This is an optimization exercise on Yosys and OpenROAD, whose aim is small area and a short achievable clock period, not a production implementation. Only simulation tests tie the RTL to the original design; equivalence was not proved. No activity file was given, so power comes from the tool's default toggle rates.

[flow/design.v]
module MIPS(
	input cclk,
	input reset,
	input [31:0] imem_data,
	output [31:0] imem_addr,
	output [31:0] result
    );
	reg  [31:0] pc;
	reg  [31:0] ifid_pc4;           
	reg  [31:0] ifid_inst;          
	reg  [31:0] preA, preB;         
	reg         a_ex, a_mem, a_rf;
	reg         b_ex, b_mem, b_rf, b_imm;
	reg         s_ex, s_mem, s_rf;
	reg         d_R, d_lw, d_sw, d_beq, d_jal, d_jr;    
	reg         k_add, k_sub, k_slt, k_or, k_and;       
	reg         lu_q;               
	reg  [31:0] res_q;              
	reg  [31:0] ex_sdata;           
	reg  [4:0]  ex_dst;             
	reg  [4:0]  ex_rt;              
	reg         ex_rw, ex_m2r, ex_mr, ex_mw, ex_jal;
	reg  [31:0] mem_wd;             
	reg  [4:0]  mem_dst;            
	reg         mem_rw;             
	reg  [31:0] pre31;              
	wire [1023:0] rf_all;           
	wire [1023:0] dm_all;           
	wire [4:0]  rs  = ifid_inst[25:21];
	wire [4:0]  rt  = ifid_inst[20:16];
	wire [4:0]  rd  = ifid_inst[15:11];
	wire [15:0] imm = ifid_inst[15:0];
	wire [31:0] sext = {{16{imm[15]}}, imm};
	wire if_flush = d_beq | d_jal;
	wire hz       = lu_q | if_flush;
	wire [31:0] opA  = ({32{a_ex}} & res_q) | ({32{a_mem}} & mem_wd) | ({32{a_rf}} & preA);
	wire [31:0] opB  = ({32{b_ex}} & res_q) | ({32{b_mem}} & mem_wd) | ({32{b_rf}} & preB) |
	                   ({32{b_imm}} & sext);
	wire [31:0] opS  = ({32{s_ex}} & res_q) | ({32{s_mem}} & mem_wd) | ({32{s_rf}} & preB);
	wire [31:0] sum  = opA + opB;
	wire [32:0] dif  = {1'b0, opA} - {1'b0, opB};
	wire        ltu  = dif[32];
	wire [4:0]  alu5  = ({5{k_add}} & sum[4:0]) |
	                    ({5{k_sub}} & dif[4:0]) |
	                    ({5{k_slt}} & {4'd0, ltu}) |
	                    ({5{k_or }} & (opA[4:0] | opB[4:0])) |
	                    ({5{k_and}} & (opA[4:0] & opB[4:0]));
	wire [31:0] res_n = ({32{k_add & ~hz}} & sum) |
	                    ({32{k_sub & ~hz}} & dif[31:0]) |
	                    ({32{k_slt & ~hz}} & {31'd0, ltu}) |
	                    ({32{k_or  & ~hz}} & (opA | opB)) |
	                    ({32{k_and & ~hz}} & (opA & opB));
	wire [31:0] r31    = pre31;
	wire        same   = (preA == preB);
	wire [31:0] pc4    = pc + 32'd4;
	wire [31:0] beq_pc = ifid_pc4 + {sext[29:0], 2'b00};
	wire [31:0] jal_pc = {2'b00, ifid_pc4[31:28], ifid_inst[23:0], 2'b00};
	wire [31:0] pc_nx  = d_jal ? jal_pc :
	                     d_jr  ? r31 :
	                     (d_beq & same) ? beq_pc : pc4;
	wire        ex_rw_n  = ~hz & (d_R | d_lw | d_jr);
	wire [4:0]  ex_dst_n = (~hz & d_R) ? rd : rt;
	reg  [4:0]  maddr;
	function [31:0] dm_read(input [4:0] a, input [1023:0] w);
		reg [31:0] dec, r;
		integer i;
		begin
			dec = 32'd1 << a;
			r = 32'd0;
			for (i = 0; i < 32; i = i + 1)
				r = r | ({32{dec[i]}} & w[32*i +: 32]);
			dm_read = r;
		end
	endfunction
	wire [31:0] mrd    = dm_read(maddr, dm_all);
	wire [31:0] wd_n   = ex_jal ? ex_sdata : ex_m2r ? mrd : res_q;
	wire [4:0]  mdst_n = ex_jal ? 5'd31 : ex_dst;
	wire [31:0] wen    = {32{mem_rw}} & (32'd1 << mdst_n);
	wire        go     = ~hz;                     
	wire        keep   = lu_q & ~if_flush;        
	wire [31:0] inst_n = if_flush ? 32'd0 : lu_q ? ifid_inst : imem_data;
	wire [4:0]  irs    = imem_data[25:21];
	wire [4:0]  irt    = imem_data[20:16];
	wire [5:0]  iop    = imem_data[31:26];
	wire [5:0]  ifn    = imem_data[5:0];
	function [31:0] rf_init(input [4:0] a);
		case (a)
			5'd2: rf_init = 32'd8;
			5'd4: rf_init = 32'd9;
			5'd5: rf_init = 32'd8;
			5'd6: rf_init = 32'd7;
			5'd7: rf_init = 32'd6;
			default: rf_init = 32'd0;
		endcase
	endfunction
	function [31:0] rf_read(input [31:0] sel, input [1023:0] w);
		reg [31:0] r;
		integer i;
		begin
			r = 32'd0;
			for (i = 0; i < 32; i = i + 1)
				r = r | ({32{sel[i]}} & w[32*i +: 32]);
			rf_read = r;
		end
	endfunction
	wire [31:0] selA   = ({32{go}} & (32'd1 << irs)) | ({32{keep}} & (32'd1 << rs)) |
	                     {31'd0, if_flush};
	wire [31:0] selB   = ({32{go}} & (32'd1 << irt)) | ({32{keep}} & (32'd1 << rt)) |
	                     {31'd0, if_flush};
	wire [31:0] preA_n = rf_read(selA, rf_all);
	wire [31:0] preB_n = rf_read(selB, rf_all);
	wire        ex_nz    = (ex_dst_n != 5'd0);
	wire        mem_nz   = ex_rw & (mdst_n != 5'd0);
	wire        fa_ex_i  = ex_rw_n & ex_nz & (ex_dst_n == irs);
	wire        fb_ex_i  = ex_rw_n & ex_nz & (ex_dst_n == irt);
	wire        fa_mem_i = mem_nz & (mdst_n == irs);
	wire        fb_mem_i = mem_nz & (mdst_n == irt);
	wire        fa_mem_k = mem_nz & (mdst_n == rs);
	wire        fb_mem_k = mem_nz & (mdst_n == rt);
	wire        fa_ex_n  = go & fa_ex_i;
	wire        fb_ex_n  = go & fb_ex_i;
	wire        fa_mem_n = (go & ~fa_ex_i & fa_mem_i) | (keep & fa_mem_k);
	wire        fb_mem_n = (go & ~fb_ex_i & fb_mem_i) | (keep & fb_mem_k);
	wire        n_R    = go ? (iop == 6'b000000) : keep ? d_R   : 1'b1;
	wire        n_lw   = go ? (iop == 6'b100011) : keep & d_lw;
	wire        n_sw   = go ? (iop == 6'b101011) : keep & d_sw;
	wire        n_beq  = go ? (iop == 6'b000100) : keep & d_beq;
	wire        n_jal  = go ? (iop == 6'b000011) : keep & d_jal;
	wire        n_jr   = go ? (iop == 6'b001100) : keep & d_jr;
	wire [3:0]  nfn    = go ? ifn[3:0] : keep ? imm[3:0] : 4'd0;
	wire        nf_add = (nfn == 4'b0000);
	wire        nf_sub = (nfn == 4'b0010);
	wire        nf_or  = (nfn == 4'b0101);
	wire        nf_slt = (nfn == 4'b1010);
	wire        n_imm  = n_lw | n_sw;
	wire        lu_n   = go & d_lw & ((irs == rt) | (irt == rt));
	always @(posedge cclk or posedge reset) begin
		if (reset) pc <= 32'd0;
		else pc <= pc_nx;
	end
	always @(posedge cclk or posedge reset) begin
		if (reset) ifid_inst[15:11] <= 5'd0;
		else ifid_inst[15:11] <= inst_n[15:11];
	end
	always @(posedge cclk) begin
		ifid_inst[31:16] <= inst_n[31:16];
		ifid_inst[10:0]  <= inst_n[10:0];
	end
	always @(posedge cclk or posedge reset) begin
		if (reset) begin
			d_R    <= 1'b1;
			d_lw   <= 1'b0;
			d_sw   <= 1'b0;
			d_beq  <= 1'b0;
			d_jal  <= 1'b0;
			d_jr   <= 1'b0;
			k_add  <= 1'b1;
			k_sub  <= 1'b0;
			k_slt  <= 1'b0;
			k_or   <= 1'b0;
			k_and  <= 1'b0;
			lu_q   <= 1'b0;
			a_ex   <= 1'b0;
			a_mem  <= 1'b0;
			a_rf   <= 1'b0;
			b_ex   <= 1'b0;
			b_mem  <= 1'b0;
			b_rf   <= 1'b0;
			b_imm  <= 1'b0;
			s_ex   <= 1'b0;
			s_mem  <= 1'b0;
			s_rf   <= 1'b0;
		end else begin
			d_R    <= n_R;
			d_lw   <= n_lw;
			d_sw   <= n_sw;
			d_beq  <= n_beq;
			d_jal  <= n_jal;
			d_jr   <= n_jr;
			k_add  <= ~n_R | nf_add;
			k_sub  <= n_R & nf_sub;
			k_slt  <= n_R & nf_slt;
			k_or   <= n_R & nf_or;
			k_and  <= n_R & ~(nf_add | nf_sub | nf_or | nf_slt);
			lu_q   <= lu_n;
			a_ex   <= fa_ex_n;
			a_mem  <= fa_mem_n;
			a_rf   <= ~fa_ex_n & ~fa_mem_n;
			b_ex   <= ~n_imm & fb_ex_n;
			b_mem  <= ~n_imm & fb_mem_n;
			b_rf   <= ~n_imm & ~fb_ex_n & ~fb_mem_n;
			b_imm  <= n_imm;
			s_ex   <= fb_ex_n;
			s_mem  <= fb_mem_n;
			s_rf   <= ~fb_ex_n & ~fb_mem_n;
		end
	end
	always @(posedge cclk) begin
		preA     <= preA_n;
		preB     <= preB_n;
		ifid_pc4 <= pc4;
	end
	always @(posedge cclk or posedge reset) begin
		if (reset) begin
			res_q  <= 32'd0;
			ex_rw  <= 1'b0;
			ex_m2r <= 1'b0;
			ex_mr  <= 1'b0;
			ex_mw  <= 1'b0;
			ex_jal <= 1'b0;
		end else begin
			res_q  <= res_n;
			ex_rw  <= ex_rw_n;
			ex_m2r <= ~hz & (d_lw | d_jr);
			ex_mr  <= ~hz & d_lw;
			ex_mw  <= ~hz & d_sw;
			ex_jal <= d_jal;
		end
	end
	always @(posedge cclk) begin
		ex_sdata <= d_jal ? ifid_pc4 : opS;
		maddr    <= alu5;
		ex_dst   <= ex_dst_n;
		ex_rt    <= rt;
	end
	genvar g;
	generate
		for (g = 0; g < 32; g = g + 1) begin : DM
			reg [31:0] w;
			wire        de = reset | (ex_mw & (maddr == g));
			wire [31:0] dd = reset ? ((g == 12) ? 32'd30 : 32'd0) : ex_sdata;
			always @(posedge cclk) begin
				if (de) w <= dd;
			end
			assign dm_all[32*g +: 32] = w;
		end
	endgenerate
	always @(posedge cclk) begin
		mem_wd  <= wd_n;
		mem_dst <= mdst_n;
	end
	always @(posedge cclk or posedge reset) begin
		if (reset) begin
			mem_rw <= 1'b0;
		end else begin
			mem_rw <= ex_rw;
		end
	end
	always @(posedge cclk) begin
		pre31 <= rf_all[32*31 +: 32];
	end
	generate
		for (g = 0; g < 32; g = g + 1) begin : RF
			reg [31:0] w;
			wire        de = reset | wen[g];
			wire [31:0] dd = reset ? rf_init(g) : wd_n;
			always @(posedge cclk) begin
				if (de) w <= dd;
			end
			assign rf_all[32*g +: 32] = w;
		end
	endgenerate
	assign imem_addr = pc;
	assign result    = res_q;
endmodule
[flow/flow/run.sh]
#!/bin/bash
# Own flow: the standard layout (standard.sh, with its unchanged synthesis),
# with two changes to how the layout is made:
#  - the resizer's setup repair aims at a slack margin below the clock period,
#    so that it works on paths well inside the period instead of stopping at it;
#  - the port buffers are plain buffers (buf_4) rather than the delay cell
#    buffer_ports picks by default.
# Each step's full output is in synth.log / layout.log here and in ORFS's own
# per-step logs under orfs/logs.
set -euo pipefail
MARGIN=8
bash standard.sh synth > synth.log 2>&1
bash standard.sh SETUP_SLACK_MARGIN=$MARGIN "BUFFER_PORTS_ARGS=-buffer_cell sky130_fd_sc_hd__buf_4" finish > layout.log 2>&1
[flow/standard.sh]
#!/bin/bash
# synth_recipe.tcl (not shown) runs the flow's synth.tcl, then flattens the netlist and writes it again
# the make line also repeats each setting of config.mk as NAME=value (left out here)
make -C /OpenROAD-flow-scripts/flow DESIGN_CONFIG=/design/flow/config.mk WORK_HOME=/design/flow/orfs CLKGATE_MAP_FILE= SYNTH_SCRIPT=/design/flow/synth_recipe.tcl "${@:-finish}"
[flow/config.mk]
export PLATFORM = sky130hd
export DESIGN_NAME = MIPS
export DESIGN_NICKNAME = MIPS
export VERILOG_FILES = /design/flow/design.v
export SDC_FILE = /design/flow/constraint.sdc
export NUM_CORES = 8
export LEC_CHECK = 0
export CAP_MARGIN = 20
export CELL_PAD_IN_SITES_DETAIL_PLACEMENT = 1
export CORE_MARGIN = 2
export CORE_UTILIZATION = 35
export CTS_CLUSTER_DIAMETER = 85
export CTS_CLUSTER_SIZE = 30
export PLACE_DENSITY = 0.45
export SLEW_MARGIN = 20
[flow/constraint.sdc]
create_clock -name core_clock -period 12.0 [get_ports {cclk}]
set_input_delay 2.4000 -clock core_clock [delete_from_list [all_inputs] [get_ports {cclk}]]
set_output_delay 2.4000 -clock core_clock [all_outputs]
set_load 0.01 [all_outputs]
==> results of run 1 <==
final cells by class:
class / count / area, um^2
repair buffers: 507 / 4640
clock inverters: 92 / 1330
clock buffers: 127 / 3020
well taps: 3724 / 4660
inverters: 140 / 541
fillers: 28100 / 166000
multi-input cells: 3938 / 30600
diodes: 10 / 25.0
flip-flops and latches: 2367 / 68500
power groups by stage:
stage	registers (mW)	clock network [mW]	logic, mW
CTS	12.0	5.33	5.02
floorplan	11.5	0	2.47
global route	12.1	5.58	5.56
detailed placement	12.2	0	4.61
global placement	12.2	0	4.53
finish	12.0	5.32	5.34
timing repair:
| action | CTS | global route |
|---|---|---|
| setup endpoints to repair | 2677 | 799 |
| resized for setup | 280 | 170 |
| cloned | 1 | 3 |
| setup buffers | 85 | 63 |
| pin swaps | 42 | 46 |
routing by layer:
metal | wire length (um) | share of wire (%)
met5 | 37 | 0.0074
met4 | 36400 | 7.3
met3 | 49500 | 9.9
met2 | 231000 | 46
met1 | 185000 | 37
synthesized netlist by cell type (11+ instances only):
cell type  count
and3_1        16
or3_1         45
and2_1        70
nand2b_1      31
o21a_1        11
xnor2_1       67
inv_1        139
nand3_1      126
a31oi_1       15
ha_1         126
or2_2         14
o32ai_1       15
a2111oi_0     23
o21ai_0      100
nor3_1        61
dfrtp_1       94
a21o_1        42
a222oi_1     124
a21oi_1      142
a22oi_1      667
o211ai_1      15
dfxtp_1      223
nand4_1      250
nand2_1      456
buf_1         30
nor4_1        16
mux2i_1       41
xor2_1        56
a22o_1       386
buf_2        111
nor2_1       258
clkbuf_1     323
a221oi_1     415
a211oi_1      30
edfxtp_1    2048
o22ai_1       85
nor2b_1       69
o221ai_1      20
worst paths after layout:
| kind | from | end | cells after the start |
|---|---|---|---|
| worst max-delay path | a_ex$_DFF_PP0_ | res_q[0]$_DFF_PP0_ | 16 |
| worst min-delay path | ex_rw$_DFF_PP0_ | mem_rw$_DFF_PP0_ | 0 |
| min in group asynchronous | reset | rd[0]$_DFFE_PP0N_ | 2 |
| worst max register to register | a_ex$_DFF_PP0_ | res_q[0]$_DFF_PP0_ | 16 |
| worst min register to register | ex_rw$_DFF_PP0_ | mem_rw$_DFF_PP0_ | 0 |
| max in group asynchronous | reset | res_q[10]$_DFF_PP0_ | 3 |
critical path: cells and delay by family, from the launching register on:
kind                       cells  cell delay, ns
AOI/OAI and AO/OA              6            1.32
adders and majority gates      1            0.28
buffers and inverters          5            0.77
DFF                            1            0.47
and+or+nand+nor                4            1.16
per-stage QoR:
stage	instance area, um^2	hold slack [ns]	power, mW
2_1_floorplan	100000	0.354	14.0
3_3_place_gp	106000	0.391	16.7
3_5_place_dp	106000	0.381	16.8
4_1_cts	112000	0.408	22.3
5_1_grt	113000	0.415	23.3
6_report	113000	0.405	22.7
cell families after synthesis:
kind of cell               after synthesis
AOI/OAI and AO/OA                     2191
xor gates and xnor gates               123
adders and majority gates              129
buffers and inverters                  610
DFF                                   2367
muxes                                   43
and+or+nand+nor                       1452
==> impl_metrics.ini, run 1 <==
[logic_synthesis]
ys.flop_type = edfxtp_1
synthXorXnorAreaFrac_pct = 1.09
yosys.area.top_type = edfxtp_1
synth_top_area_share_pct = 62.5
synth_nets = 7078
synth_top_family_by_area = compound AO/OA/AOI/OAI gates
synth_simple_gate_area_share_pct = 7.27
synth_cells = 6915
synthMuxAreaShare_pct = 0.440
synth_compound_area_share_pct = 17.6
ys_warn_count = 1
yosys.area_share.adder_pct = 1.66
synth.avg_cell_area_um2 = 14.2
synthArstFlopShare_pct = 4.06
ys_top_cells_by_area = edfxtp_1 62%, a22oi_1 5.1%, dfxtp_1 4.5%
synth_cell_types = 95
ys_seq_area_share_pct = 69.5
synth_edf_count = 2048
synth_area_um2 = 98400
ys_ff_latch = 2367

[route]
drt_iter0_drc = 11200
viasPerCell = 6.85
drc_errors = 0
wl_per_cell_um = 46.0
ant_nets = 0
first_pass_iters = 9
routed_wl_um = 501000
dr_total_vias = 74700

[critical_path]
path_class = flop to flop
crit_chain = buf_12 > clkbuf_16 > buf_6 > a222oi_1 > inv_1 > ha_4 > or4_4 > nor4b_4 > a21o_1 > o21bai_4 > o41ai_4 > a21oi_2 > nor2_4 > o41ai_4 > buf_6 > and2_1
cp_max_fo = 8
cp-end-kind = flop
critical-path-max-stage-delay_ns = 0.58
cp_slowest_cell = or4_4
worstSetupStartpointType = flop
r2r_slack_ns = 7.84
crit_arrival_ns = 4.90
cp.required_ns = 12.74

[pwr]
powerDensity_nw_per_um2 = 200
switching_power_mw = 8.04
share_comb_of_total_power_pct = 23.5
leakage_nw = 39.0
ir_worst_vdd_v = 0.000153
p_sw_share_pct = 35.4
clkPwrFrac_pct = 23.4
power.share.sequential_pct = 53.0
p_int_mw = 14.7

[placement]
dp.cells = 10500
gp_congestion = 0.929
numPortBuffers = 97
hpwl_um = 284000
dp_slack_ns = 6.29

[timing]
tns_ns = 0
period_share_pct = 34.6
worst_pin_slew_ns = 1.26
finClkSkew_ns = 0.0768
finalHoldViolCount = 0
max_freq_ghz = 0.241
maxSlewHeadroom_pct = 16.2
min_period_ns = 4.16
maxSlewViolCount = 0
layout_setup_ws_ns = 7.84
grt_setup_unrepaired = yes
setup_viol_count_final = 0

[finish]
synthToLayoutAreaGrowth_pct = 15.1
finalNonFillerCells = 10900
utilization_pct = 40.5
reg.largest.list = DM.w x1024, RF.w x1024
fin_nets = 7235
layout-drive-gt1-share_pct = 17.5
final_cell_mix = 2048 x edfxtp_1, 662 x a22oi_1, 386 x nand2_1, 386 x a22o_1, 373 x buf_4
layout_commonest_cell = edfxtp_1

[global_routing]
grt_use_met3_pct = 7.78
grt_pass1_vias = 73100
grt-busiest-layer = met2
grt_usage_pct = 34.1
grt_use_met1_pct = 42.1
grt_pass1_wl_um = 663000
globalRoute.totalOverflow = 0
grt_util_met2_pct = 55.0
grt_antenna_before_repair = 20
grt_max_degree = 98

[clocking]
ctsHoldBuffers = 0
insertion_delay_ns = 0.90
clock-sinks = 2367
clock_path_buffers = 3
cts_tree = done
numCtsBuffers = 118
h-tree-depth = 3
path_clk_slew_ns = 0.11
clockRootBuffer = clkbuf_16

[worst_hold_path]
worstHoldPathType = flop to flop

[floorplanning]
io_pins = 98
die-area_um2 = 285000
design.core.area_um2 = 280000
die-height_um = 534
die_width_um = 534
row_count = 194
start_util_pct = 35.2

[run_status]
status = complete, no violations

[job]
max-cap-violations = 0
==> inputs of run 2 (changes only) <==
--- a/flow/design.v
+++ b/flow/design.v
@@ -47,7 +47,8 @@
 	                    ({5{k_and}} & (opA[4:0] & opB[4:0]));
-	wire [31:0] res_n = ({32{k_add & ~hz}} & sum) |
-	                    ({32{k_sub & ~hz}} & dif[31:0]) |
-	                    ({32{k_slt & ~hz}} & {31'd0, ltu}) |
-	                    ({32{k_or  & ~hz}} & (opA | opB)) |
-	                    ({32{k_and & ~hz}} & (opA & opB));
+	wire        live  = ~hz & ~reset;
+	wire [31:0] res_n = ({32{k_add & live}} & sum) |
+	                    ({32{k_sub & live}} & dif[31:0]) |
+	                    ({32{k_slt & live}} & {31'd0, ltu}) |
+	                    ({32{k_or  & live}} & (opA | opB)) |
+	                    ({32{k_and & live}} & (opA & opB));
 	wire [31:0] r31    = pre31;
@@ -202,5 +203,7 @@
 	end
+	always @(posedge cclk) begin
+		res_q <= res_n;
+	end
 	always @(posedge cclk or posedge reset) begin
 		if (reset) begin
-			res_q  <= 32'd0;
 			ex_rw  <= 1'b0;
@@ -211,3 +214,2 @@
 		end else begin
-			res_q  <= res_n;
 			ex_rw  <= ex_rw_n;
--- a/flow/config.mk
+++ b/flow/config.mk
@@ -11,4 +11,4 @@
 export CORE_UTILIZATION = 35
-export CTS_CLUSTER_DIAMETER = 85
-export CTS_CLUSTER_SIZE = 30
+export CTS_CLUSTER_DIAMETER = 80
+export CTS_CLUSTER_SIZE = 28
 export PLACE_DENSITY = 0.45
==> run 2 against run 1 <==
Effect of this change:
- still clean on timing, DRC and antenna
- combinational power is 3.7% lower
- sequential power hardly changed
- total power about the same
- count of clock-buffer cells in the layout rose by 34
- first-iteration DRC count up 7.7%
- clock skew is 0.013 ns higher
- via count grew 2.0%
- register-to-register slack barely moved
- final area grew 0.41%
- die area shrank 0.55%
- wire length grew 3.7%
- global-route usage grew 1.1 points
- critical path type unchanged
- critical endpoint is now res_q[25]$_DFF_P_
==> impl_metrics.ini, run 2 <==
[run_status]
status = complete, no violations

[global_routing]
grt_pass1_vias = 72700
grt_pass1_wl_um = 677000
globalRoute.totalOverflow = 0
grt_antenna_before_repair = 41
grt_usage_pct = 35.1
grt_max_degree = 89

[floorplanning]
design.core.area_um2 = 279000
start_util_pct = 35.1
io_pins = 98
row_count = 194
die-height_um = 533
die_width_um = 533
die-area_um2 = 284000

[critical_path]
critPathMostFrequentCell = a21oi_1
r2r_cells = 14
crit_chain = nand2_1 > buf_4 > nand4_1 > ha_2 > inv_1 > a21oi_1 > nor2_1 > o41ai_2 > a21oi_1 > a211o_1 > a221o_1 > a221oi_2 > o221a_2 > o221ai_2
critical-path-max-stage-delay_ns = 0.62
cp-end-kind = flop
cp_slowest_cell = dfrtp_4
path_class = flop to flop
cp_max_fo = 17
cp.required_ns = 12.73
r2r_start = b_imm$_DFF_PP0_
crit_arrival_ns = 4.89
r2r_slack_ns = 7.84
worstSetupStartpointType = flop
timing.rr.end = res_q[25]$_DFF_P_

[logic_synthesis]
synth_cells = 6876
post-synth-top-count-cell = edfxtp_1
ys.flop_type = edfxtp_1
synth_area_um2 = 97900
yosys.area.top_type = edfxtp_1
ys_top_cells_by_area = edfxtp_1 63%, a22oi_1 5.7%, dfxtp_1 5.2%
synth_edf_count = 2048
synth_nets = 7039
synth.avg_cell_area_um2 = 14.2
ys_warn_count = 1
ys_ff_latch = 2367
ys_seq_area_share_pct = 69.7
synth_cell_types = 75
synthArstFlopShare_pct = 2.70
synth_common_cells = 2048 x edfxtp_1, 737 x a22oi_1, 408 x clkbuf_1, 407 x nand2_1, 360 x a221oi_1
synth_top_area_share_pct = 62.8

[timing]
setup_viol_count_final = 0
worst_pin_slew_ns = 1.14
maxSlewHeadroom_pct = 23.8
finClkSkew_ns = 0.0896
maxSlewViolCount = 0
min_period_ns = 4.16
finalHoldViolCount = 0
period_share_pct = 34.7
tns_ns = 0
max_freq_ghz = 0.240
hold_ws_ns = 0.419
grt_setup_unrepaired = yes

[route]
wl_per_cell_um = 47.6
ant_nets = 0
drt_iter0_drc = 12000
viasPerCell = 6.97
routed_wl_um = 520000
drc_errors = 0
first_pass_iters = 11
dr_total_vias = 76100

[finish]
finalNonFillerCells = 10900
final_cell_mix = 2048 x edfxtp_1, 711 x a22oi_1, 417 x buf_4
fin_nets = 7253
fin_area_um2 = 114000
synthToLayoutAreaGrowth_pct = 16.2
layout_commonest_cell = edfxtp_1
fillers = 28100
layout-drive-gt1-share_pct = 18.0
utilization_pct = 40.8
reg.largest.list = DM.w x1024, RF.w x1024

[worst_hold_path]
worstHoldPathType = flop to flop
min_to = mem_rw$_DFF_PP0_
holdPathStages = 0
hold_start = ex_rw$_DFF_PP0_

[job]
max-cap-violations = 0

[pwr]
leakage_nw = 39.3
powerDensity_nw_per_um2 = 200
ir_worst_vdd_v = 0.000150

[clocking]
path_clk_slew_ns = 0.08
clock_path_buffers = 4
clock-sinks = 2367
ctsHoldBuffers = 0
numCtsBuffers = 140
insertion_delay_ns = 0.92
h-tree-depth = 4
clockRootBuffer = clkbuf_16
cts_tree = done

[placement]
dp.cells = 10500
place_area_um2 = 106000
gp_congestion = 0.938
hpwl_um = 305000
numPortBuffers = 97
run 2: cell types whose count changed in the layout (fill, tap and decap cells not counted), sizes merged, moves of 22 or more:
cell,delta
xnor2,-22
a22oi,+70
nand3,+52
dfxtp,+32
or4,+32
dfrtp,-32
nand4,-22
a221oi,-56
nand2,-49
inv,-27
or3,-33
clkbuf,+41
a22o,-27
run 2: worst max-delay path by stage:
stage	end	slack (ns)	startpoint
2_1_floorplan	RF[23].w[0]$_DFFE_PP_	7.74	ex_jal$_DFF_PP0_
3_3_place_gp	DM[26].w[16]$_DFFE_PP_	6.41	reset
3_5_place_dp	DM[26].w[16]$_DFFE_PP_	6.35	reset
4_1_cts	res_q[25]$_DFF_P_	7.81	a_ex$_DFF_PP0_
5_1_grt	res_q[25]$_DFF_P_	7.76	a_ex$_DFF_PP0_
6_report	res_q[25]$_DFF_P_	7.84	b_imm$_DFF_PP0_
run 2: final cells by class:
| type | instances | area, um^2 | area share [%] |
|---|---|---|---|
| Multi-Input combinational cell | 3912 | 30600 | 26.9 |
| Clock buffer | 161 | 3750 | 3.30 |
| Tap cell | 3724 | 4660 | 4.10 |
| Timing Repair Buffer | 534 | 4960 | 4.36 |
| Antenna cell | 14 | 35.0 | 0.0308 |
| Sequential cell | 2367 | 68300 | 60.0 |
| Inverter | 135 | 528 | 0.464 |
| Clock inverter | 76 | 963 | 0.847 |
run 2: per-layer routing:
layer	up-vias	global-route usage, %	routed length (um)
li1	28600	-	-
met1	40000	44.4	191000
met2	5884	53.4	227000
met3	1629	9.33	60300
met4	22	22.4	41100
met5	-	0	223
run 2: critical path, delay by kind of cell, from the launching register on:
kind | cells | cell delay [ns]
buf+inv | 2 | 0.44
fa+ha+maj | 1 | 0.58
simple gates | 3 | 0.61
flops | 1 | 0.62
compound gates | 8 | 1.77
run 2: cells by family (layout without fill, tap and decap cells):
group / count (synthesis) / count (layout) / share of synthesized area, %
flops: 2367 / 2367 / 69.7
compound gates: 2178 / 2178 / 17.4
simple gates: 1424 / 1426 / 7.24
buf+inv: 599 / 906 / 2.32
fa+ha+maj: 129 / 129 / 1.67
xor+xnor: 117 / 117 / 1.05
mux: 62 / 62 / 0.639
other cells: 0 / 14 / 0
run 2: per-stage QoR:
step                      setup WS, ns  total power [mW]
after floorplan                   7.74              13.5
after global placement            6.41              16.5
after detailed placement          6.35              16.6
after CTS                         7.81              22.3
after global routing              7.76              23.2
final                             7.84              22.7
run 2: repair_timing:
item                                    in CTS  in global routing
setup buffers                               58                 69
endpoints found under the setup margin    2117                657
gates cloned                                 0                 12
resized for setup                          254                181
pin swaps                                   41                 69
run 2: power breakdown:
group          internal [mW]  switching [mW]
clock network           2.52            3.10
logic                   1.60            3.54
registers               10.6            1.34
total                   14.7            7.98
==> inputs of run 3 (changes only) <==
--- a/flow/config.mk
+++ b/flow/config.mk
@@ -10,6 +10,6 @@
 export CORE_MARGIN = 2
-export CORE_UTILIZATION = 35
-export CTS_CLUSTER_DIAMETER = 80
+export CORE_UTILIZATION = 40
+export CTS_CLUSTER_DIAMETER = 75
 export CTS_CLUSTER_SIZE = 28
-export PLACE_DENSITY = 0.45
+export PLACE_DENSITY = 0.55
 export SLEW_MARGIN = 20
==> run 3 against run 2 <==
Effect of this change:
- combinational power down 4%
- wire length fell by 7.2%
- clock power decreased by 3.9%
- core utilization is 5.4 points higher
- sequential power about the same
- still clean
- highest routed layer unchanged
- register-to-register slack lost 0.03 ns
- synthesized cell count stayed put
==> impl_metrics.ini, run 3 <==
[clocking]
numCtsBuffers = 130
ctsHoldBuffers = 0
clock_path_buffers = 3
clock-sinks = 2367
clockRootBuffer = clkbuf_16
insertion_delay_ns = 0.89
h-tree-depth = 4
cts_tree = done
path_clk_slew_ns = 0.09

[pwr]
share_comb_of_total_power_pct = 22.2
leakage_nw = 38.8
clkPwrFrac_pct = 24.2
power.share.sequential_pct = 53.6
ir_worst_vdd_v = 0.000164
p_int_mw = 14.5
powerDensity_nw_per_um2 = 199
switching_power_mw = 7.81
p_sw_share_pct = 35.0

[global_routing]
grt_pass1_vias = 74300
grt_antenna_before_repair = 37
globalRoute.totalOverflow = 0
grt_usage_pct = 37.6
grt_pass1_wl_um = 642000
grt_max_degree = 80

[logic_synthesis]
synth_cells = 6876
ys.flop_type = edfxtp_1
yosys.area.top_type = edfxtp_1
synth_common_cells = 2048 x edfxtp_1, 737 x a22oi_1, 408 x clkbuf_1, 407 x nand2_1, 360 x a221oi_1
ys_top_cells_by_area = edfxtp_1 63%, a22oi_1 5.7%, dfxtp_1 5.2%
ys_seq_area_share_pct = 69.7
ys_ff_latch = 2367
synth_nets = 7039
ys_warn_count = 1
synth_top_area_share_pct = 62.8
synth_edf_count = 2048
post-synth-top-count-cell = edfxtp_1
synth.avg_cell_area_um2 = 14.2
synth_cell_types = 75
synthArstFlopShare_pct = 2.70
synth_area_um2 = 97900

[critical_path]
cp-end-kind = flop
cp_top_family = compound AO/OA/AOI/OAI gates
r2r_start = a_ex$_DFF_PP0_
crit_buf_inv = 3
cp_max_fo = 6
critPathMostFrequentCell = a221oi_2
path_class = flop to flop
crit_arrival_ns = 4.88
timing.rr.end = res_q[25]$_DFF_P_
r2r_slack_ns = 7.81
worstSetupStartpointType = flop
critical-path-max-stage-delay_ns = 0.47
cp_slowest_cell = dfrtp_2
crit_chain = bufbuf_16 > a222oi_1 > buf_4 > inv_1 > ha_4 > nand2b_1 > o211ai_1 > a31oi_2 > a221oi_2 > o31ai_4 > a211o_4 > a221o_1 > a221oi_2 > o221a_2 > o221ai_2
r2r_cells = 15
cp.required_ns = 12.70

[worst_hold_path]
hold_start = ex_rw$_DFF_PP0_
min_to = mem_rw$_DFF_PP0_
worstHoldPathType = flop to flop
holdPathStages = 0

[finish]
final_cell_mix = 2048 x edfxtp_1, 712 x a22oi_1, 392 x buf_4
layout-drive-gt1-share_pct = 17.4
synthToLayoutAreaGrowth_pct = 14.8
fin_nets = 7189
utilization_pct = 46.2
multiInputGateArea_um2 = 30700
reg.largest.list = DM.w x1024, RF.w x1024
fillers = 23800
layout_commonest_cell = edfxtp_1
regArea_um2 = 68300

[route]
drt_iter0_drc = 13000
routed_wl_um = 482000
first_pass_iters = 13
dr_total_vias = 76800
drc_errors = 0
wl_per_cell_um = 46.6
viasPerCell = 7.42
ant_nets = 0

[timing]
maxSlewViolCount = 0
setup_viol_count_final = 0
worst_pin_slew_ns = 1.21
layout_setup_ws_ns = 7.81
grt_setup_unrepaired = yes
finClkSkew_ns = 0.0710
tns_ns = 0
max_freq_ghz = 0.239
period_share_pct = 34.9
finalHoldViolCount = 0
min_period_ns = 4.19
maxSlewHeadroom_pct = 19.3

[run_status]
status = complete, no violations

[floorplanning]
die-area_um2 = 249000
io_pins = 98
row_count = 181
die-height_um = 499
design.core.area_um2 = 243000
start_util_pct = 40.2
die_width_um = 499

[placement]
hpwl_um = 274000
numPortBuffers = 97
dp_slack_ns = 6.26
gp_congestion = 0.967

[job]
max-cap-violations = 0
## run 3: power by group through the flow
stage          clock [mW]  combinational [mW]  sequential [mW]
2_1_floorplan           0                2.26             11.3
3_3_place_gp            0                4.24             12.0
3_5_place_dp            0                4.33             12.0
4_1_cts              5.36                4.54             11.9
5_1_grt              5.62                5.11             12.0
6_report             5.40                4.95             12.0
## run 3: through the flow
step	cells	hold WS (ns)	cell area [um^2]	power, mW
6_report	10400	0.400	112000	22.3
2_1_floorplan	6876	0.354	100000	13.5
5_1_grt	10300	0.418	112000	22.7
3_3_place_gp	9973	0.377	105000	16.2
3_5_place_dp	9973	0.369	105000	16.3
4_1_cts	10300	0.398	111000	21.8
## run 3: repair_timing
item                       in CTS  in global routing
setup endpoints to repair    2849                932
resized for setup             217                188
setup buffers                  68                 52
pin swaps                      39                 58
cloned                          2                  0
## run 3: layer usage
layer  global-route usage [%]  routed length (um)  vias to the layer above  part of all wire (%)
met5                    0.154                 233                        -                 0.048
met4                     27.1               46000                       28                   9.5
met3                     13.0               66400                     2267                    14
met2                     56.7              208000                     6902                    43
met1                     44.8              162000                    39100                    33
li1                         -                   -                    28500                     -
## run 3: layout make-up
class / instances / share of cell area, %
repair buffers: 482 / 3.75
multi-input cells: 3910 / 27.4
inverters: 135 / 0.464
clock inverters: 81 / 0.936
well taps: 3202 / 3.57
diodes: 23 / 0.0512
clock buffers: 154 / 3.09
flip-flops and latches: 2367 / 60.8
## run 3: cells by family after synthesis
family	share of synthesized area [%]
simple gates	7.24
buf+inv	2.32
compound gates	17.4
fa+ha+maj	1.67
xor+xnor	1.05
mux	0.639
flops	69.7
## run 3: worst register-to-register path, stage by stage, from the launching register on
cell       delay, ns
dfrtp_2         0.47
bufbuf_16       0.30
a222oi_1        0.34
buf_4           0.20
inv_1           0.08
ha_4            0.29
nand2b_1        0.05
o211ai_1        0.13
a31oi_2         0.17
a221oi_2        0.41
o31ai_4         0.14
a211o_4         0.39
a221o_1         0.39
a221oi_2        0.30
o221a_2         0.27
o221ai_2        0.09
## run 3: worst max path at each step
stage,endpoint,depth (start not counted),startpoint
finish,res_q[25]$_DFF_P_,15,a_ex$_DFF_PP0_
global route,res_q[25]$_DFF_P_,13,a_ex$_DFF_PP0_
CTS,res_q[25]$_DFF_P_,15,a_ex$_DFF_PP0_
detailed placement,RF[18].w[3]$_DFFE_PP_,5,reset
global placement,RF[18].w[17]$_DFFE_PP_,5,reset
floorplan,RF[23].w[0]$_DFFE_PP_,5,ex_jal$_DFF_PP0_
==> inputs of run 4 (changes only) <==
--- a/flow/config.mk
+++ b/flow/config.mk
@@ -10,6 +10,6 @@
 export CORE_MARGIN = 2
-export CORE_UTILIZATION = 40
+export CORE_UTILIZATION = 45
 export CTS_CLUSTER_DIAMETER = 75
 export CTS_CLUSTER_SIZE = 28
-export PLACE_DENSITY = 0.55
+export PLACE_DENSITY = 0.62
 export SLEW_MARGIN = 20
==> run 4 against run 3 <==
Effect of this change:
- count of clock-buffer cells in the layout down 14
- sequential power about the same
- largest power group unchanged
- wire length decreased by 5.1%
- combinational power shrank 4%
==> impl_metrics.ini, run 4 <==
[run_status]
status = complete, no violations

[timing]
layout_setup_ws_ns = 7.70
finClkSkew_ns = 0.0583
period_share_pct = 35.9
finalHoldViolCount = 0
maxSlewHeadroom_pct = 17.8
tns_ns = 0
worst_pin_slew_ns = 1.23
min_period_ns = 4.30
grt_setup_unrepaired = yes
hold_ws_ns = 0.424
setup_viol_count_final = 0
maxSlewViolCount = 0
max_freq_ghz = 0.232

[logic_synthesis]
synth_nets = 7039
synth.avg_cell_area_um2 = 14.2
synth_area_um2 = 97900
ys.flop_type = edfxtp_1
synth_common_cells = 2048 x edfxtp_1, 737 x a22oi_1, 408 x clkbuf_1, 407 x nand2_1, 360 x a221oi_1
ys_top_cells_by_area = edfxtp_1 63%, a22oi_1 5.7%, dfxtp_1 5.2%
ys_seq_area_share_pct = 69.7
post-synth-top-count-cell = edfxtp_1
synth_top_area_share_pct = 62.8
synth_cells = 6876
yosys.area.top_type = edfxtp_1
ys_ff_latch = 2367
synthArstFlopShare_pct = 2.70
synth_edf_count = 2048
synth_cell_types = 75
ys_warn_count = 1

[floorplanning]
die_width_um = 470
row_count = 171
die-area_um2 = 221000
die-height_um = 470
start_util_pct = 45.2
design.core.area_um2 = 217000
io_pins = 98

[route]
dr_total_vias = 77200
drt_iter0_drc = 13800
routed_wl_um = 458000
wl_per_cell_um = 45.9
drc_errors = 0
first_pass_iters = 10
viasPerCell = 7.73
ant_nets = 0

[finish]
fillers = 20800
final_cell_mix = 2048 x edfxtp_1, 711 x a22oi_1, 394 x buf_4
fin_area_um2 = 111000
regArea_um2 = 68300
multiInputGateArea_um2 = 30400
reg.largest.list = DM.w x1024, RF.w x1024
fin_nets = 7177
layout-drive-gt1-share_pct = 17.0
synthToLayoutAreaGrowth_pct = 13.7
layout_commonest_cell = edfxtp_1

[clocking]
clockRootBuffer = clkbuf_16
clock_path_buffers = 3
clock-sinks = 2367
path_clk_slew_ns = 0.10
cts_tree = done
numCtsBuffers = 119
h-tree-depth = 3
ctsHoldBuffers = 0
insertion_delay_ns = 0.88

[placement]
place_area_um2 = 105000
dp_slack_ns = 6.23
numPortBuffers = 97
hpwl_um = 263000
gp_congestion = 1.05

[global_routing]
grt_max_degree = 53
grt_usage_pct = 40.1
globalRoute.totalOverflow = 0
grt_pass1_wl_um = 620000
grt_pass1_vias = 76000
grt_antenna_before_repair = 27

[critical_path]
crit_chain = buf_12 > a222oi_1 > inv_1 > ha_2 > nand2b_1 > o211ai_1 > buf_4 > a31oi_4 > a221oi_2 > buf_6 > o31ai_2 > a211o_2 > a221o_1 > a221oi_2 > o221a_2 > o221ai_1
cp-end-kind = flop
critical-path-max-stage-delay_ns = 0.47
cp_slowest_cell = a222oi_1
crit_buf_inv = 4
crit_arrival_ns = 5.01
cp_max_fo = 16
worstSetupStartpointType = flop
path_class = flop to flop
critPathMostFrequentCell = a221oi_2
cp.required_ns = 12.71
cp_top_family = compound AO/OA/AOI/OAI gates

[pwr]
switching_power_mw = 7.46
leakage_nw = 38.6
powerDensity_nw_per_um2 = 195
p_sw_share_pct = 34.4
p_int_mw = 14.2
power_mw = 21.7
share_comb_of_total_power_pct = 22.0
power.share.sequential_pct = 54.6
ir_worst_vdd_v = 0.000203
clkPwrFrac_pct = 23.4

[job]
max-cap-violations = 0

[worst_hold_path]
worstHoldPathType = flop to flop
==> run 4: cell types whose count changed in the layout (fill, tap and decap cells not counted), sizes merged <==
| cell | delta |
|---|---|
| clkbuf | -14 |
| inv | -4 |
| bufbuf | -2 |
| clkinv | -2 |
| clkinvlp | -2 |
| bufinv | +1 |
==> run 4: metrics by stage <==
| stage | cells | util (%) |
|---|---|---|
| floorplan | 6876 | - |
| global placement | 9619 | 48.3 |
| detailed placement | 9620 | 48.3 |
| CTS | 9897 | 50.8 |
| global route | 9964 | 51.3 |
| finish | 9983 | 51.3 |
==> run 4: cell families after synthesis <==
group / Yosys count / synth area share, %
DFF: 2367 / 69.7
AOI/OAI and AO/OA: 2178 / 17.4
and+or+nand+nor: 1424 / 7.24
buffers and inverters: 599 / 2.32
adders and majority gates: 129 / 1.67
xor gates and xnor gates: 117 / 1.05
muxes: 62 / 0.639
==> run 4: power groups by stage <==
stage / logic [mW] / clock network, mW / registers, mW
floorplan: 2.26 / 0 / 11.3
global placement: 4.03 / 0 / 11.8
detailed placement: 4.17 / 0 / 11.9
CTS: 4.38 / 5.02 / 11.7
global route: 4.90 / 5.29 / 11.9
finish: 4.77 / 5.07 / 11.8
==> run 4: area by class of cell <==
class	instances	area share [%]
Tap cell	2854	3.21
Timing Repair Buffer	480	3.78
Clock buffer	140	2.85
Timing Repair inverter	1	0.00787
Antenna cell	23	0.0517
Sequential cell	2367	61.4
Inverter	135	0.470
Multi-Input combinational cell	3910	27.4
Clock inverter	73	0.883
==> run 4: routing by layer <==
metal  vias to the layer above  global-route usage (%)  share of wire (%)
li1                      28500                       -                  -
met1                     38600                    47.1                 32
met2                      7652                    60.7                 44
met3                      2432                    13.9                 15
met4                        22                    30.3                9.8
met5                         -                   0.887              0.082
==> run 4: worst paths after layout <==
kind	from	end	slack (ns)	cells after the start
max in group asynchronous	reset	k_add$_DFF_PP1_	9.77	3
min	ex_rw$_DFF_PP0_	mem_rw$_DFF_PP0_	0.42	0
max	a_ex$_DFF_PP0_	res_q[25]$_DFF_P_	7.70	16
max reg2reg	a_ex$_DFF_PP0_	res_q[25]$_DFF_P_	7.70	16
min reg2reg	ex_rw$_DFF_PP0_	mem_rw$_DFF_PP0_	0.42	0
min in group asynchronous	reset	pc[25]$_DFF_PP0_	1.62	2
==> run 4: worst register-to-register path, delay by kind of cell (launching register included) <==
family	cells	cell delay, ns
AOI/OAI and AO/OA	10	2.54
buffers and inverters	4	0.69
DFF	1	0.44
adders and majority gates	1	0.42
and+or+nand+nor	1	0.07
==> run 4: what timing repair did <==
action | CTS | global route
cloned | 1 | 1
setup endpoints to repair | 2270 | 932
buffers inserted | 63 | 62
resized for setup | 213 | 158
pin swaps | 51 | 49
==> inputs of run 5 (changes only) <==
--- a/flow/flow/run.sh
+++ b/flow/flow/run.sh
@@ -10,3 +10,3 @@
 set -euo pipefail
-MARGIN=8
+MARGIN=7.5
 bash standard.sh synth > synth.log 2>&1
--- a/flow/config.mk
+++ b/flow/config.mk
@@ -10,6 +10,6 @@
 export CORE_MARGIN = 2
-export CORE_UTILIZATION = 45
-export CTS_CLUSTER_DIAMETER = 75
-export CTS_CLUSTER_SIZE = 28
-export PLACE_DENSITY = 0.62
+export CORE_UTILIZATION = 40
+export CTS_CLUSTER_DIAMETER = 80
+export CTS_CLUSTER_SIZE = 30
+export PLACE_DENSITY = 0.55
 export SLEW_MARGIN = 20
==> run 5 against run 4 <==
Effect of this change:
- sequential share of layout area grew 1.0 points
- still clean
- worst hold slack got worse by 0.043 ns
- final area shrank 1.8%
- fmax shrank 7.8%
- critical path depth down 7
- synthesized area is the same
- wire length grew 0.95%
- sequential power about the same
==> impl_metrics.ini, run 5 <==
[logic_synthesis]
synth_area_um2 = 97900
yosys.area.top_type = edfxtp_1
ys_top_cells_by_area = edfxtp_1 63%, a22oi_1 5.7%, dfxtp_1 5.2%
synth_common_cells = 2048 x edfxtp_1, 737 x a22oi_1, 408 x clkbuf_1, 407 x nand2_1, 360 x a221oi_1
ys_seq_area_share_pct = 69.7
ys.flop_type = edfxtp_1
synth_cell_types = 75
ys_warn_count = 1
synth_cells = 6876
post-synth-top-count-cell = edfxtp_1
synth_top_area_share_pct = 62.8
synth_edf_count = 2048
synth.avg_cell_area_um2 = 14.2
synth_nets = 7039
ys_ff_latch = 2367
synthArstFlopShare_pct = 2.70

[floorplanning]
start_util_pct = 40.2
row_count = 181
die-area_um2 = 249000
die_width_um = 499
die-height_um = 499
design.core.area_um2 = 243000
io_pins = 98

[critical_path]
crit_chain = buf_4 > nand3b_1 > o22ai_4 > buf_4 > a22o_1 > a221oi_1 > nand3_1 > a2111oi_0 > nand4_1
cp_slowest_cell = a2111oi_0
critical-path-max-stage-delay_ns = 0.55
r2r_start = d_jal$_DFF_PP0_
startpoint = imem_data[17]
cp_max_fo = 32
crit_arrival_ns = 5.34
cp-end-kind = flop
timing.rr.end = preB[25]$_DFF_P_
cp.required_ns = 12.67
critPathMostFrequentCell = buf_4
r2r_cells = 11
path_class = primary input to flop
r2r_slack_ns = 7.47
worstSetupStartpointType = primary input

[finish]
layout-drive-gt1-share_pct = 12.5
regArea_um2 = 68200
synthToLayoutAreaGrowth_pct = 11.7
fillers = 24100
final_cell_mix = 2048 x edfxtp_1, 735 x a22oi_1, 368 x buf_4
reg.largest.list = DM.w x1024, RF.w x1024
multiInputGateArea_um2 = 29100
fin_area_um2 = 109000
fin_nets = 7077
layout_commonest_cell = edfxtp_1

[worst_hold_path]
min_to = mem_rw$_DFF_PP0_
hold_start = ex_rw$_DFF_PP0_
worstHoldPathType = flop to flop
holdPathStages = 0

[route]
dr_total_vias = 74800
first_pass_iters = 9
drc_errors = 0
ant_nets = 0
routed_wl_um = 462000
wl_per_cell_um = 45.2
drt_iter0_drc = 13200
viasPerCell = 7.31

[timing]
grt_setup_unrepaired = yes
finClkSkew_ns = 0.0623
tns_ns = 0
maxSlewViolCount = 0
setup_viol_count_final = 0
max_freq_ghz = 0.214
min_period_ns = 4.67
finalHoldViolCount = 0
worst_pin_slew_ns = 1.23
period_share_pct = 38.9
maxSlewHeadroom_pct = 18.1

[clocking]
clock_path_buffers = 3
insertion_delay_ns = 0.87
cts_tree = done
path_clk_slew_ns = 0.10
numCtsBuffers = 121
clock-sinks = 2367
clockRootBuffer = clkbuf_16
h-tree-depth = 3

[job]
max-cap-violations = 0

[placement]
place_area_um2 = 104000
hpwl_um = 263000
numPortBuffers = 97
gp_congestion = 0.978

[global_routing]
grt_pass1_vias = 73100
grt_usage_pct = 36.1
grt_pass1_wl_um = 623000
grt_max_degree = 87
globalRoute.totalOverflow = 0
grt_antenna_before_repair = 25

[pwr]
ir_worst_vdd_v = 0.000155
leakage_nw = 37.8
powerDensity_nw_per_um2 = 196

[run_status]
status = complete, no violations
[run 5: cell counts after synthesis]
Identical to the previous run, type by type.
[run 5: how the worst max path moves through the flow]
stage,slack [ns],to
after floorplan,7.31,DM[0].w[0]$_DFFE_PP_
after global placement,6.54,preB[22]$_DFF_P_
after detailed placement,6.37,RF[0].w[20]$_DFFE_PP_
after CTS,7.48,res_q[0]$_DFF_P_
after global routing,7.45,res_q[31]$_DFF_P_
final,7.33,preB[25]$_DFF_P_
[run 5: kinds of logic (layout without fill, tap and decap cells)]
kind of cell | Yosys count | count (layout) | synth area share, %
buf+inv | 599 | 740 | 2.32
compound gates | 2178 | 2178 | 17.4
xor+xnor | 117 | 117 | 1.05
fa+ha+maj | 129 | 129 | 1.67
other cells | 0 | 15 | 0
mux | 62 | 62 | 0.639
simple gates | 1424 | 1424 | 7.24
flops | 2367 | 2367 | 69.7
[run 5: metrics by stage]
| stage | setup slack, ns | std cells | power, mW | util (%) | hold slack (ns) |
|---|---|---|---|---|---|
| 5_1_grt | 7.45 | 10200 | 21.9 | 44.9 | 0.425 |
| 4_1_cts | 7.48 | 10200 | 21.2 | 44.7 | 0.415 |
| 3_3_place_gp | 6.54 | 9956 | 15.9 | 42.8 | 0.374 |
| 2_1_floorplan | 7.31 | 6876 | 13.5 | - | 0.354 |
| 6_report | 7.33 | 10200 | 21.4 | 44.9 | 0.382 |
| 3_5_place_dp | 6.37 | 9956 | 16.0 | 42.8 | 0.379 |
[run 5: final cells by class]
| class | instances | area share [%] |
|---|---|---|
| diodes | 15 | 0.0343 |
| clock buffers | 132 | 2.91 |
| clock inverters | 94 | 1.17 |
| inverters | 135 | 0.475 |
| multi-input cells | 3910 | 26.6 |
| flip-flops and latches | 2367 | 62.4 |
| well taps | 3202 | 3.67 |
| repair buffers | 379 | 2.71 |
[run 5: metal layers]
metal	part of all wire [%]	vias up	wire (um)	global-route usage [%]
met5	0.040	-	186	0
met4	8.0	22	36800	22.0
met3	13	1791	59000	10.5
met2	44	6300	205000	55.8
met1	35	38400	161000	44.6
li1	-	28300	-	-
[run 5: repair_timing]
item / 4_1_cts / 5_1_grt
resized for setup: 55 / 42
pin swaps: 8 / 13
gates cloned: 0 / 3
setup buffers: 9 / 24
hold buffers: 0 / 0
endpoints found under the setup margin: 936 / 360
[run 5: where the power goes]
part	internal (mW)	total, mW	leakage (nW)	switching (mW)
Sequential	10.6	11.8	23.9	1.21
Combinational	1.30	4.34	11.7	3.04
Clock	2.21	5.30	2.13	3.09
[run 5: critical path: cells and delay by family]
family                 cells  cell delay (ns)
AO/OA/AOI/OAI              4             1.35
buffers and inverters      2             0.66
AND/OR/NAND/NOR            3             0.86
==> inputs of run 6 (changes only) <==
--- a/flow/flow/run.sh
+++ b/flow/flow/run.sh
@@ -10,3 +10,3 @@
 set -euo pipefail
-MARGIN=7.5
+MARGIN=8
 bash standard.sh synth > synth.log 2>&1
--- a/flow/config.mk
+++ b/flow/config.mk
@@ -15 +15,2 @@
 export SLEW_MARGIN = 20
+export TNS_END_PERCENT = 30
==> run 6 against run 5 <==
Effect of this change:
- still clean on timing, DRC and antenna
- fmax grew 8.8%
- global-route usage grew 1.9 points
- count of clock-buffer cells in the layout grew 9
- wire length grew 5.9%
- sequential power is essentially flat
- synthesized area is the same
- die area is the same
- non-clock buffer count grew 131
- first-iteration DRC count grew 2.3%
==> impl_metrics.ini, run 6 <==
[run_status]
status = complete, no violations

[placement]
dp_slack_ns = 5.88
numPortBuffers = 97
hpwl_um = 281000
place_area_um2 = 105000
dp.cells = 9963
gp_congestion = 0.973

[logic_synthesis]
ys.flop_type = edfxtp_1
synth_area_um2 = 97900
synth_nets = 7039
ys_seq_area_share_pct = 69.7
synth_cell_types = 75
yosys.area.top_type = edfxtp_1
ys_ff_latch = 2367
synth_top_area_share_pct = 62.8
synth_cells = 6876
synth_edf_count = 2048
ys_top_cells_by_area = edfxtp_1 63%, a22oi_1 5.7%, dfxtp_1 5.2%
ys_warn_count = 1
synth_common_cells = 2048 x edfxtp_1, 737 x a22oi_1, 408 x clkbuf_1, 407 x nand2_1, 360 x a221oi_1
synth.avg_cell_area_um2 = 14.2
post-synth-top-count-cell = edfxtp_1
synthArstFlopShare_pct = 2.70

[clocking]
clockRootBuffer = clkbuf_16
clock_path_buffers = 3
insertion_delay_ns = 0.89
ctsHoldBuffers = 0
h-tree-depth = 3
numCtsBuffers = 118
cts_tree = done
clock-sinks = 2367
path_clk_slew_ns = 0.11

[route]
first_pass_iters = 13
drc_errors = 0
dr_total_vias = 76500
routed_wl_um = 490000
ant_nets = 0
viasPerCell = 7.38
drt_iter0_drc = 13500
wl_per_cell_um = 47.3

[floorplanning]
io_pins = 98
die-height_um = 499
design.core.area_um2 = 243000
start_util_pct = 40.2
die-area_um2 = 249000
die_width_um = 499
row_count = 181

[worst_hold_path]
worstHoldPathType = flop to flop

[finish]
regArea_um2 = 68300
finalNonFillerCells = 10400
multiInputGateArea_um2 = 30800
layout-drive-gt1-share_pct = 17.3
final_cell_mix = 2048 x edfxtp_1, 710 x a22oi_1, 402 x buf_4
fin_nets = 7205
layout_commonest_cell = edfxtp_1
reg.largest.list = DM.w x1024, RF.w x1024
fillers = 23800
fin_area_um2 = 113000
synthToLayoutAreaGrowth_pct = 15.1

[timing]
setup_viol_count_final = 0
max_freq_ghz = 0.233
period_share_pct = 35.7
maxSlewViolCount = 0
hold_ws_ns = 0.447
min_period_ns = 4.29
finalHoldViolCount = 0
grt_setup_unrepaired = yes
worst_pin_slew_ns = 1.27
layout_setup_ws_ns = 7.71
finClkSkew_ns = 0.0822
maxSlewHeadroom_pct = 15.4
tns_ns = 0

[pwr]
ir_worst_vdd_v = 0.000187
power.share.sequential_pct = 53.8
leakage_nw = 38.9
p_int_mw = 14.3
switching_power_mw = 7.85
powerDensity_nw_per_um2 = 197
clkPwrFrac_pct = 23.7
p_sw_share_pct = 35.4
share_comb_of_total_power_pct = 22.5

[critical_path]
cp-end-kind = output pin
crit_chain = buf_4
crit_arrival_ns = 1.89
cp_slowest_cell = dfxtp_1
critical-path-max-stage-delay_ns = 0.80
cp.required_ns = 9.60
cp_top_family = flip-flops
crit_buf_inv = 1
worstSetupStartpointType = flop
path_class = flop to output pin
cp_max_fo = 5

[global_routing]
grt_pass1_wl_um = 649000
grt_usage_pct = 38.0
grt_max_degree = 66
grt_antenna_before_repair = 37
grt_pass1_vias = 73500
globalRoute.totalOverflow = 0

[job]
max-cap-violations = 0
## run 6: cell counts after synthesis
Identical to the previous run, type by type.
## run 6: logic make-up after synthesis
| group | synth area share [%] |
|---|---|
| flip-flops | 69.7 |
| AO/OA/AOI/OAI | 17.4 |
| AND/OR/NAND/NOR | 7.24 |
| buffers and inverters | 2.32 |
| adder cells (fa/ha/maj) | 1.67 |
| XOR/XNOR | 1.05 |
| multiplexers | 0.639 |
## run 6: per-layer routing
metal	part of all wire (%)	track usage, %	up-vias	routed length (um)
li1	-	-	28500	-
met1	34	46.5	39200	169000
met2	44	57.8	6721	213000
met3	13	11.8	1984	65300
met4	8.6	25.1	28	41900
met5	0.055	0	-	271
## run 6: final cells by class
cell class,count,area share (%)
clock inverters,79,1.07
diodes,15,0.0333
clock buffers,141,2.79
well taps,3202,3.56
inverters,135,0.470
multi-input cells,3910,27.4
repair buffers,510,4.08
flip-flops and latches,2367,60.6
## run 6: metrics by stage
step,utilization [%],total power [mW]
finish,46.3,22.2
global route,46.3,22.6
CTS,45.4,21.6
detailed placement,43.2,16.4
global placement,43.2,16.2
floorplan,-,13.5
## run 6: final timing paths
check,end,from,depth (start not counted),slack (ns)
max,result[24],res_q[24]$_DFF_P_,1,7.71
min,pre31[28]$_DFF_P_,RF[31].w[28]$_DFFE_PP_,0,0.45
max reg2reg,RF[25].w[0]$_DFFE_PP_,maddr[1]$_DFF_P_,12,7.78
min reg2reg,pre31[28]$_DFF_P_,RF[31].w[28]$_DFFE_PP_,0,0.45
max in group asynchronous,s_ex$_DFF_PP0_,reset,3,9.56
min in group asynchronous,d_jal$_DFF_PP0_,reset,2,1.71
## run 6: repair_timing
action,4_1_cts,5_1_grt
pin swaps,31,79
resized for setup,154,254
gates cloned,2,5
endpoints found under the hold margin,0,0
setup buffers,43,110
endpoints found under the setup margin,2742,1579
## run 6: power by group through the flow
stage | registers [mW] | clock network [mW] | logic, mW
2_1_floorplan | 11.3 | 0 | 2.26
3_3_place_gp | 12.0 | 0 | 4.27
3_5_place_dp | 12.0 | 0 | 4.35
4_1_cts | 11.8 | 5.24 | 4.53
5_1_grt | 12.0 | 5.50 | 5.14
6_report | 11.9 | 5.27 | 4.99
==> inputs of run 7 (changes only) <==
--- a/flow/config.mk
+++ b/flow/config.mk
@@ -15,2 +15 @@
 export SLEW_MARGIN = 20
-export TNS_END_PERCENT = 30
==> run 7 against run 6 <==
Effect of this change:
- critical path type is now primary input to flop
- final cell count shrank 0.13%
- clock skew shrank 0.027 ns
- setup slack gained 0.17 ns
- synthesized cell count is the same
- still clean
- die area is the same
- combinational power shrank 1%
- sequential cell count is the same
==> impl_metrics.ini, run 7 <==
[run_status]
status = complete, no violations

[logic_synthesis]
ys_ff_latch = 2367
synth_cells = 6876
synth.avg_cell_area_um2 = 14.2
post-synth-top-count-cell = edfxtp_1
ys.flop_type = edfxtp_1
ys_warn_count = 1
synth_cell_types = 75
synth_nets = 7039
synth_area_um2 = 97900
ys_seq_area_share_pct = 69.7
yosys.area.top_type = edfxtp_1
ys_top_cells_by_area = edfxtp_1 63%, a22oi_1 5.7%, dfxtp_1 5.2%
synth_top_area_share_pct = 62.8
synth_edf_count = 2048
synth_common_cells = 2048 x edfxtp_1, 737 x a22oi_1, 408 x clkbuf_1, 407 x nand2_1, 360 x a221oi_1
synthArstFlopShare_pct = 2.70

[critical_path]
cp_slowest_cell = buf_4
critPathMostFrequentCell = buf_4
cp_max_fo = 32
cp.required_ns = 12.81
critical-path-max-stage-delay_ns = 0.85
worstSetupStartpointType = primary input
crit_chain = buf_4 > or3b_2 > o22ai_4 > buf_4 > a22o_1 > a221o_1 > a2111oi_2 > nand4_1
crit_arrival_ns = 4.92
path_class = primary input to flop
cp-end-kind = flop

[timing]
grt_setup_unrepaired = yes
finClkSkew_ns = 0.0550
worst_pin_slew_ns = 1.19
period_share_pct = 34.3
max_freq_ghz = 0.243
maxSlewHeadroom_pct = 20.8
setup_viol_count_final = 0
min_period_ns = 4.12
maxSlewViolCount = 0
finalHoldViolCount = 0
tns_ns = 0

[route]
drc_errors = 0
dr_total_vias = 76500
routed_wl_um = 482000
wl_per_cell_um = 46.5
ant_nets = 0
drt_iter0_drc = 13200
first_pass_iters = 9
viasPerCell = 7.40

[floorplanning]
start_util_pct = 40.2
design.core.area_um2 = 243000
row_count = 181
io_pins = 98
die-area_um2 = 249000
die_width_um = 499
die-height_um = 499

[pwr]
powerDensity_nw_per_um2 = 196
p_sw_share_pct = 35.4
switching_power_mw = 7.77
share_comb_of_total_power_pct = 22.4
clkPwrFrac_pct = 23.1
p_int_mw = 14.2
ir_worst_vdd_v = 0.000181
leakage_nw = 38.7
power.share.sequential_pct = 54.5

[clocking]
numCtsBuffers = 116
path_clk_slew_ns = 0.11
h-tree-depth = 3
clock_path_buffers = 3
cts_tree = done
clock-sinks = 2367
insertion_delay_ns = 0.88
clockRootBuffer = clkbuf_16
ctsHoldBuffers = 0

[global_routing]
grt_pass1_wl_um = 640000
grt_antenna_before_repair = 34
grt_max_degree = 80
globalRoute.totalOverflow = 0
grt_pass1_vias = 74000
grt_usage_pct = 37.5

[finish]
fin_nets = 7181
fin_area_um2 = 112000
layout_commonest_cell = edfxtp_1
layout-drive-gt1-share_pct = 17.0
reg.largest.list = DM.w x1024, RF.w x1024
final_cell_mix = 2048 x edfxtp_1, 711 x a22oi_1, 375 x buf_4
synthToLayoutAreaGrowth_pct = 14.5

[placement]
gp_congestion = 0.967
numPortBuffers = 97
hpwl_um = 274000
place_area_um2 = 105000

[worst_hold_path]
worstHoldPathType = flop to flop

[job]
max-cap-violations = 0
## run 7: cell counts after synthesis
No cell type changed its count.
## run 7: worst paths after layout
path	startpoint	end	slack (ns)	depth (start not counted)
worst min-delay path	ex_rw$_DFF_PP0_	mem_rw$_DFF_PP0_	0.40	0
worst max register to register	a_ex$_DFF_PP0_	res_q[25]$_DFF_P_	7.89	16
max in group asynchronous	reset	pc[22]$_DFF_PP0_	9.79	2
worst max-delay path	imem_data[17]	preB[17]$_DFF_P_	7.88	8
worst min register to register	ex_rw$_DFF_PP0_	mem_rw$_DFF_PP0_	0.40	0
min in group asynchronous	reset	b_ex$_DFF_PP0_	1.82	2
## run 7: kinds of logic after synthesis
family / count (synthesis) / synth area share [%]
AND/OR/NAND/NOR: 1424 / 7.24
multiplexers: 62 / 0.639
AO/OA/AOI/OAI: 2178 / 17.4
adder cells (fa/ha/maj): 129 / 1.67
buffers and inverters: 599 / 2.32
XOR/XNOR: 117 / 1.05
flip-flops: 2367 / 69.7
## run 7: what timing repair did
item	in CTS	in global routing
gates resized for setup	239	177
pin swaps	53	42
gates cloned	2	2
endpoints found under the setup margin	2855	1056
setup buffers	73	50
## run 7: power groups by stage
stage	Clock, mW	Sequential [mW]	Combinational [mW]
final	5.08	12.0	4.92
after global routing	5.31	12.0	5.08
after CTS	5.04	11.9	4.58
after detailed placement	0	12.0	4.33
after global placement	0	12.0	4.24
after floorplan	0	11.3	2.26
## run 7: layer usage
| layer | share of wire, % | GRT usage, % | vias up |
|---|---|---|---|
| li1 | - | - | 28500 |
| met1 | 34 | 45.0 | 38900 |
| met2 | 43 | 56.4 | 6891 |
| met3 | 14 | 12.6 | 2178 |
| met4 | 9.5 | 26.7 | 20 |
| met5 | 0.030 | 0 | - |
## run 7: cell type report
cell class                      instances  area [um^2]
Timing Repair Buffer                  488         4430
Tap cell                             3202         4010
Sequential cell                      2367        68300
Multi-Input combinational cell       3910        30700
Clock inverter                         75         1070
Clock buffer                          143         3050
Antenna cell                           26         65.1
Fill cell                           23900       131000
Inverter                              135          522
## run 7: through the flow
| step | hold slack (ns) | setup slack (ns) | cells | total power [mW] | utilization [%] |
|---|---|---|---|---|---|
| 6_report | 0.401 | 7.88 | 10300 | 22.0 | 46.1 |
| 5_1_grt | 0.418 | 7.75 | 10300 | 22.4 | 46.1 |
| 4_1_cts | 0.399 | 7.83 | 10300 | 21.5 | 45.5 |
| 3_5_place_dp | 0.369 | 6.26 | 9973 | 16.3 | 43.2 |
| 3_3_place_gp | 0.377 | 6.35 | 9973 | 16.2 | 43.2 |
| 2_1_floorplan | 0.354 | 7.74 | 6876 | 13.5 | - |
## run 7: critical path: cells and delay by family
| family | cells | cell delay, ns |
|---|---|---|
| compound gates | 4 | 0.70 |
| buf+inv | 2 | 1.02 |
| simple gates | 2 | 0.73 |

[static timing again, ports no longer ideal]
The results above use ideal ports. As a check the final layouts listed here were re-extracted and re-timed, cells and wires unchanged.
Step 1, drivers: a clkbuf_16 drives cclk and a buf_2 each remaining input, both assumed.
Step 2, shift: input delay + t, output delay - t, t = (earliest + latest rising clock arrival at the registers) / 2. This alone moves slack from input paths to output paths.
Slacks: ideal / step 1 / step 2; pairs: ideal / step 1.
| run | t, ns | setup slack, ns | hold WS [ns] | pins driven straight from the clock port |
|---|---|---|---|---|
| run 1 | 0.963 | 7.842 / 7.832 / 7.043 | 0.405 / 0.405 / 0.405 | 1 |
| run 2 | 0.963 | 7.840 / 7.840 / 7.023 | 0.419 / 0.419 / 0.419 | 1 |
| run 3 | 0.964 | 7.812 / 7.812 / 7.020 | 0.400 / 0.400 / 0.400 | 1 |
| run 4 | 0.948 | 7.696 / 7.696 / 6.964 | 0.424 / 0.424 / 0.424 | 1 |
| run 5 | 0.939 | 7.332 / 7.352 / 6.414 | 0.382 / 0.382 / 0.382 | 1 |
| run 6 | 0.950 | 7.711 / 7.612 / 6.837 | 0.447 / 0.447 / 0.447 | 1 |
| run 7 | 0.959 | 7.884 / 7.885 / 7.008 | 0.401 / 0.401 / 0.401 | 1 |
After both steps setup and hold are still met in every run listed. For run 5, which loses most, drivers alone change the setup slack by +0.020 ns; drivers and shift together by -0.918 ns.
